Source: an optimization exercise on an open RTL-to-GDS flow (aim: small area). Production flows keep margins and buffers that such runs may drop. The RTL was checked by simulation tests, not by an equivalence proof against the original design. No activity file was given, so power comes from the tool's default toggle rates.

File: config.mk
export PLATFORM = sky130hd
export DESIGN_NAME = fifo
export DESIGN_NICKNAME = fifo
export VERILOG_FILES = /design/flow/design.v
export SDC_FILE = /design/flow/constraint.sdc
export NUM_CORES = 4
export LEC_CHECK = 0
export CAP_MARGIN = 5
export CORE_MARGIN = 2
export CORE_UTILIZATION = 70
export PLACE_DENSITY = 0.8
export SLEW_MARGIN = 5
export SYNTH_HIERARCHICAL = 1
File: constraint.sdc
create_clock -name core_clock -period 5.0 [get_ports {clk}]
set_input_delay 1.0000 -clock core_clock [delete_from_list [all_inputs] [get_ports {clk}]]
set_output_delay 1.0000 -clock core_clock [all_outputs]
set_load 0.01 [all_outputs]
File: design.v
`timescale 1 ns / 1 ps
module fifo_hold(q, ld_a, ld_b, nd, y);
	input q, ld_a, ld_b, nd;
	output y;
	assign y = ~((~q & ~ld_a) | (ld_b & nd));
endmodule
module fifo_aoi222(a0, s0, a1, s1, a2, s2, y);
	input a0, s0, a1, s1, a2, s2;
	output y;
	assign y = ~((a0 & s0) | (a1 & s1) | (a2 & s2));
endmodule
module fifo_load(reset, lo, hi, y);
	input reset, lo, hi;
	output y;
	assign y = (lo & hi) | reset;
endmodule
module fifo_ha(a, b, s, c);
	input a, b;
	output s, c;
	assign s = a ^ b;
	assign c = a & b;
endmodule
module fifo_xor2(a, b, y);
	input a, b;
	output y;
	assign y = a ^ b;
endmodule
module fifo_inv(a, y);
	input a;
	output y;
	assign y = ~a;
endmodule
module fifo_nand2(a, b, y);
	input a, b;
	output y;
	assign y = ~(a & b);
endmodule
module fifo_nor2(a, b, y);
	input a, b;
	output y;
	assign y = ~(a | b);
endmodule
module fifo_nand5(a, y);
	input [4:0] a;
	output y;
	assign y = ~&a;
endmodule
module fifo(clk,reset,r,w,data_in,out,full,empty,
	cnt_w_next,cnt_w,cnt_r_next,cnt_r);
	input clk,reset,r,w;
	input [7:0] data_in;
	output wire [7:0] out;
	output reg full,empty;
	output wire [3:0] cnt_w_next,cnt_r_next;
	output reg [3:0] cnt_w, cnt_r;
	wire [3:1] wc, rc;
	fifo_ha hw0 (.a(cnt_w[0]), .b(w),     .s(cnt_w_next[0]), .c(wc[1]));
	fifo_ha hw1 (.a(cnt_w[1]), .b(wc[1]), .s(cnt_w_next[1]), .c(wc[2]));
	fifo_ha hw2 (.a(cnt_w[2]), .b(wc[2]), .s(cnt_w_next[2]), .c(wc[3]));
	fifo_xor2 xw3 (.a(cnt_w[3]), .b(wc[3]), .y(cnt_w_next[3]));
	fifo_ha hr0 (.a(cnt_r[0]), .b(r),     .s(cnt_r_next[0]), .c(rc[1]));
	fifo_ha hr1 (.a(cnt_r[1]), .b(rc[1]), .s(cnt_r_next[1]), .c(rc[2]));
	fifo_ha hr2 (.a(cnt_r[2]), .b(rc[2]), .s(cnt_r_next[2]), .c(rc[3]));
	fifo_xor2 xr3 (.a(cnt_r[3]), .b(rc[3]), .y(cnt_r_next[3]));
	wire ptr_eq = (cnt_w_next == cnt_r_next);
	always @(posedge clk) begin
		if (reset) begin
			cnt_w <= 4'd0;
			cnt_r <= 4'd0;
			empty <= 1'b1;
			full  <= 1'b0;
		end else begin
			cnt_w <= cnt_w_next;
			cnt_r <= cnt_r_next;
			empty <= (ptr_eq & ~w & r) | (empty & ~w);
			full  <= (ptr_eq & w & ~r) | (full & ~r);
		end
	end
	wire [3:0] wlo, whi;
	assign wlo[0] = w & ~cnt_w[1] & ~cnt_w[0];
	assign wlo[1] = w & ~cnt_w[1] &  cnt_w[0];
	assign wlo[2] = w &  cnt_w[1] & ~cnt_w[0];
	assign wlo[3] = w &  cnt_w[1] &  cnt_w[0];
	assign whi[0] = ~cnt_w[3] & ~cnt_w[2];
	assign whi[1] = ~cnt_w[3] &  cnt_w[2];
	assign whi[2] =  cnt_w[3] & ~cnt_w[2];
	assign whi[3] =  cnt_w[3] &  cnt_w[2];
	wire nreset;
	wire [7:0] nd;
	fifo_inv ir (.a(reset), .y(nreset));
	wire [14:0] ld;
	reg [119:0] m;
	genvar k, b;
	generate
		for (b = 0; b < 8; b = b + 1) begin : din
			fifo_nand2 n (.a(data_in[b]), .b(nreset), .y(nd[b]));
		end
		for (k = 0; k < 15; k = k + 1) begin : slot
			fifo_load l (.reset(reset), .lo(wlo[k % 4]), .hi(whi[k / 4]), .y(ld[k]));
			for (b = 0; b < 8; b = b + 1) begin : bt
				wire y;
				fifo_hold u (.q(m[8*k+b]), .ld_a(ld[k]), .ld_b(ld[k]), .nd(nd[b]), .y(y));
				always @(posedge clk)
					m[8*k+b] <= y;
			end
		end
	endgenerate
	wire [3:0] nrlo, nrhi;
	assign nrlo[0] = ~(~cnt_r[1] & ~cnt_r[0]);
	assign nrlo[1] = ~(~cnt_r[1] &  cnt_r[0]);
	assign nrlo[2] = ~( cnt_r[1] & ~cnt_r[0]);
	assign nrlo[3] = ~( cnt_r[1] &  cnt_r[0]);
	assign nrhi[0] = ~(~cnt_r[3] & ~cnt_r[2]);
	assign nrhi[1] = ~(~cnt_r[3] &  cnt_r[2]);
	assign nrhi[2] = ~( cnt_r[3] & ~cnt_r[2]);
	assign nrhi[3] = ~( cnt_r[3] &  cnt_r[2]);
	wire nlo13 = ~(cnt_r[0] & (~cnt_r[1] | r));
	wire [14:0] sel;
	generate
		for (k = 0; k < 15; k = k + 1) begin : rsel
			if (k == 13)
				fifo_nor2 s (.a(nlo13), .b(nrhi[3]), .y(sel[k]));
			else
				fifo_nor2 s (.a(nrlo[k % 4]), .b(nrhi[k / 4]), .y(sel[k]));
		end
		for (b = 0; b < 8; b = b + 1) begin : rbit
			wire [4:0] t;
			for (k = 0; k < 5; k = k + 1) begin : grp
				fifo_aoi222 u (.a0(m[8*(3*k)+b]), .s0(sel[3*k]),
					.a1(m[8*(3*k+1)+b]), .s1(sel[3*k+1]),
					.a2(m[8*(3*k+2)+b]), .s2(sel[3*k+2]), .y(t[k]));
			end
			fifo_nand5 o (.a(t), .y(out[b]));
		end
	endgenerate
endmodule
File: flow/run.sh
#!/bin/bash
# Own layout flow: the standard flow (standard synthesis unchanged) with
#  - every combinational cell downsized after floorplan (repair re-sizes where needed),
#  - minimum-size buffers on the ports,
#  - a clock tree of small buffers without dummy loads.
set -euo pipefail
here=$(pwd)
export POST_FLOORPLAN_TCL=$here/flow/downsize.tcl
export BUFFER_PORTS_ARGS="-buffer_cell sky130_fd_sc_hd__buf_1"
export CTS_ARGS="-sink_clustering_enable -repair_clock_nets -buf_list sky130_fd_sc_hd__clkbuf_4 -sink_clustering_size 20 -sink_clustering_max_diameter 60 -dont_use_dummy_load"
bash standard.sh > $here/standard_flow.log 2>&1
File: flow/downsize.tcl
# Replace every combinational cell by the smallest-area cell of the same
# family (same function, other drive strength); later repair steps size
# cells up again where slew, capacitance or timing need it.
set db [ord::get_db]
set block [ord::get_db_block]
set dont_use {}
if {[info exists ::env(DONT_USE_CELLS)]} { set dont_use $::env(DONT_USE_CELLS) }
set n 0
set saved 0.0
foreach inst [$block getInsts] {
  set m [$inst getMaster]
  set mn [$m getName]
  if {![regexp {^(sky130_fd_sc_hd__[a-z0-9]+)_(\d+)$} $mn -> base sz]} { continue }
  if {[regexp {^sky130_fd_sc_hd__(tap|fill|decap|lpflow|clkdly|dly|conb|probe)} $mn]} { continue }
  set best $m
  set best_area [expr {[$m getWidth] * [$m getHeight]}]
  foreach s {0 1 2 3 4 6 8 12 16} {
    set cn "${base}_$s"
    if {$cn eq $mn || [lsearch -exact $dont_use $cn] >= 0} { continue }
    set c [$db findMaster $cn]
    if {$c eq "NULL" || $c eq ""} { continue }
    set a [expr {[$c getWidth] * [$c getHeight]}]
    if {$a < $best_area} { set best $c; set best_area $a }
  }
  if {$best ne $m} {
    set saved [expr {$saved + ([$m getWidth] * [$m getHeight] - $best_area) / 1e6}]
    replace_cell [$inst getName] [$best getName]
    incr n
  }
}
puts "downsize: replaced $n cells, [format %.1f $saved] um2 less"
File: standard.sh
#!/bin/bash
# synth_recipe.tcl (not shown) runs the flow's synth.tcl, then flattens the netlist and writes it again
# the make line also repeats each setting of config.mk as NAME=value (left out here)
make -C /OpenROAD-flow-scripts/flow DESIGN_CONFIG=/design/flow/config.mk WORK_HOME=/design/flow/orfs CLKGATE_MAP_FILE= SYNTH_SCRIPT=/design/flow/synth_recipe.tcl "${@:-finish}"
==> results.txt <==
==> power by group <==
part | internal, W | leakage (nW) | switching, W
sequential | 0.00114 | 1.09 | 0.0000615
combinational | 0.000142 | 0.903 | 0.000151
clock | 0.000155 | 0.0782 | 0.000294
==> final timing paths <==
path                 end  slack [ns]  cells past startpoint
hold reg to reg     full        0.45                      2
hold / removal      full        0.45                      2
setup reg to reg   m[48]        3.20                      3
setup / recovery  out[4]        1.48                      7
==> through the flow <==
| stage | instance area (um2) | total power [W] | hold slack [ns] |
|---|---|---|---|
| 6_report | 5070 | 0.00195 | 0.448 |
| 5_1_grt | 5070 | 0.00203 | 0.486 |
| 4_1_cts | 5070 | 0.00195 | 0.455 |
| 3_5_place_dp | 4940 | 0.00151 | 0.444 |
| 3_3_place_gp | 4940 | 0.00150 | 0.434 |
| 2_1_floorplan | 5420 | 0.00153 | 0.465 |
==> modules after synthesis (local to each module, per instance) <==
| module | cell area (um2) | flops+latches | copies in the design | cells inside |
|---|---|---|---|---|
| fifo_nor2 | 3.75 | 0 | 15 | 1 |
| fifo | 2830 | 130 | 1 | 170 |
| fifo_ha | 12.5 | 0 | 6 | 1 |
| fifo_nand5 | 11.3 | 0 | 8 | 2 |
| fifo_inv | 3.75 | 0 | 1 | 1 |
| fifo_xor2 | 8.76 | 0 | 2 | 1 |
| fifo_nand2 | 3.75 | 0 | 8 | 1 |
| fifo_hold | 15.0 | 0 | 120 | 1 |
| fifo_load | 7.51 | 0 | 15 | 1 |
| fifo_aoi222 | 10.0 | 0 | 40 | 1 |
==> registers in the layout, indices dropped and copies added (netlist names) <==
signal and count:
full 1, m 120, cnt_w 4, cnt_r 4, empty 1
==> worst min-delay path, stage by stage (launching register included) <==
cell,delay (ns)
dfxtp_1,0.31
nand2_1,0.05
o21ai_1,0.05
==> metal layers <==
metal / share of wire / wire, um
met2: 0.47 / 5530
met1: 0.42 / 5040
met5: 0 / 0
met3: 0.086 / 1020
met4: 0.024 / 282
==> kinds of logic after synthesis <==
logic type / after synthesis / share of synthesized area
AND/OR/NAND/NOR: 69 / 0.0635
AO/OA/AOI/OAI: 179 / 0.431
XOR/XNOR: 6 / 0.00970
adder cells (fa/ha/maj): 6 / 0.0139
buffers and inverters: 3 / 0.00208
flip-flops: 130 / 0.480
==> final cells by class <==
| class | instances | area [um2] |
|---|---|---|
| clock buffers | 17 | 128 |
| fillers | 626 | 2540 |
| inverters | 3 | 11.3 |
| multi-input cells | 260 | 2050 |
| flip-flops and latches | 130 | 2600 |
| well taps | 102 | 128 |
| repair buffers | 38 | 146 |
==> layout by cell type, fill, tap and decap left out, types with 2 or more instances in the layout <==
cell,n
or2_2,2
a222oi_1,40
a2bb2oi_1,120
buf_1,37
and3_1,9
nand2b_1,3
nor2_1,18
o21ai_1,2
dfxtp_1,130
inv_1,3
nor2b_1,10
xnor2_1,4
ha_1,6
xor2_1,2
a21o_1,15
clkbuf_4,17
nand3_1,8
nand2_1,15
==> impl_results.md <==
* Grt peak-use layer: met2
* Fin crit period at 3.52 ns
* Pin count of the biggest net entering global routing at 27
* Most area-consuming cells after synthesis: dfxtp_1 48%, a2bb2oi_2 33%, a222oi_1 7.4%
* Avg Inst Size Synth at 13.8 um2
* Startpoint Class: input port
* Clk sinks at 130
* Clock Root Buffer: clkbuf_4
* Iteration-0 DRC Markers at 479
* Non-Filler Instances at 550
* GPL Wtd Cong at 0.900
* WL per Instance at 21.6 um
* Synth Flop Type: dfxtp_1
* Worst clock skew at 0.0420 ns
* Max-Cap Viols at 0
* Site row count at 32
* RSZ-0062 raised after global routing: false
* Critical path launch point: r
* Buffers plus inverters on the worst setup path at 2
* Die width at 92.0 um
* Post-DRT Antenna Nets at 0
* Postcts setup bufs at 0
* Layout cells sized above 1 at 0.0446
* Worst Setup Path Type: in2out
* Max VDD drop at 0.292 mV
* Top-count cell post-synth: dfxtp_1
* Layout Utilization at 0.666
* Synth cell count leaders: 130 x dfxtp_1, 120 x a2bb2oi_2, 40 x a222oi_1
* # port buffers at 37
* Final setup fails at 0
* Area Overhead vs Synth at -6.53%
* Worst-Skew Late Latency at 0.51 ns
* Cell variety after synth at 24
* Slew Limit Fails at 0
* Seq/Total Area, Yosys at 0.480
* Crit path DAT at 2.52 ns
* Cell area power density at 384 nW/um2
* Vias per inst at 6.80
* Cell-by-cell trace of the critical path: buf_1 -> o21ai_0 -> nor2_1 -> a222oi_1 -> and3_1 -> nand3_1 -> buf_1
* Die footprint at 8460 um2
* Fmax at 284 MHz
* Max stage delay on crit path at 0.58 ns
* Outcome: timing/DRC/antenna clean
* CTS Hold Bufs at 0
* Final Cycle Share at 0.704
* Leakage at 2.08 nW
* Height of the die at 92.0 um
* Initial core utilization at 0.712
* Met1 Use GR at 0.393
* # diodes at 0
* Synth async-reset ratio at 0
* CP dominant cell by count: buf_1
* Total GRT Usage at 0.297
* Final setup margin at 1.48 ns
* Pre-antenna DRT Iters at 7
* Routed WL at 11900 um
* Core ar. at 7610 um2
* CTS Buffer Depth at 2
* Area share of the largest cell type after synthesis at 0.480
* Gr ovfl total at 0
* Worst slew pin tran at 0.758 ns
* First-pass GRT wire length at 19000 um
* Yosys top cell by area: dfxtp_1
* Slew headroom at 0.493
* Vias in the first global route at 3550
* Reg clk slew, reported paths at 0.07 ns
* Pre-CTS WS at 1.59 ns
* Hold Crit Start: full
* DRC Markers at 0
* Yosys warning count at 7
* M3 GR Usage at 0.0781
* Hold Fails Final Rpt at 0
* Crit path max fanout at 8
* Placed Cells at 533
* Num CTS Buffers at 17
* Synth Cell Area at 5420 um2
* Initial antenna violation count at 0
* Vias at 3739
* EDFF count, synth at 0
* Post-DP HPWL at 7970 um
* CP required at 4.00 ns
* Cell count after synthesis at 393
* Synth Register Bits at 130
* CTS tree: yes
* Critical R2R Launch: cnt_w[1]
* M2 GR Usage at 0.475
* Syn nets at 411
* Post-CTS Resized at 0
* Total Nets Final at 468
* Worst setup EP type: primary output
* Family with the most delay on the worst path: simple AND/OR/NAND/NOR gates
* Critical-path top delay cell: nor2_1
* Final TNS setup at 0 ns
* Max H-tree Level at 4
* Hold crit path type: reg2reg
* # IOs at 38

-- re-timing with driven ports --
Ports are ideal in the flow. The routed layout listed here was re-timed in OpenROAD.
Step 1 sets driving cells, clkbuf_16 on the clock port and buf_2 on the other inputs (assumed; they add their load-dependent delay and slew).
Step 2 also shifts input and output timing later by t, the mid clock arrival at the registers, as if the neighbouring blocks saw the same clock.
Slacks: ideal / step 1 / step 2; pairs: ideal / step 1.
t (ns): 0.510
setup slack, ns: 1.478 / 1.450 / 1.455
pins driven straight from the clock port: 1
After both steps setup and hold are still met in this run. The setup slack of this run moves by -0.028 ns with the drivers and by -0.023 ns with both steps.
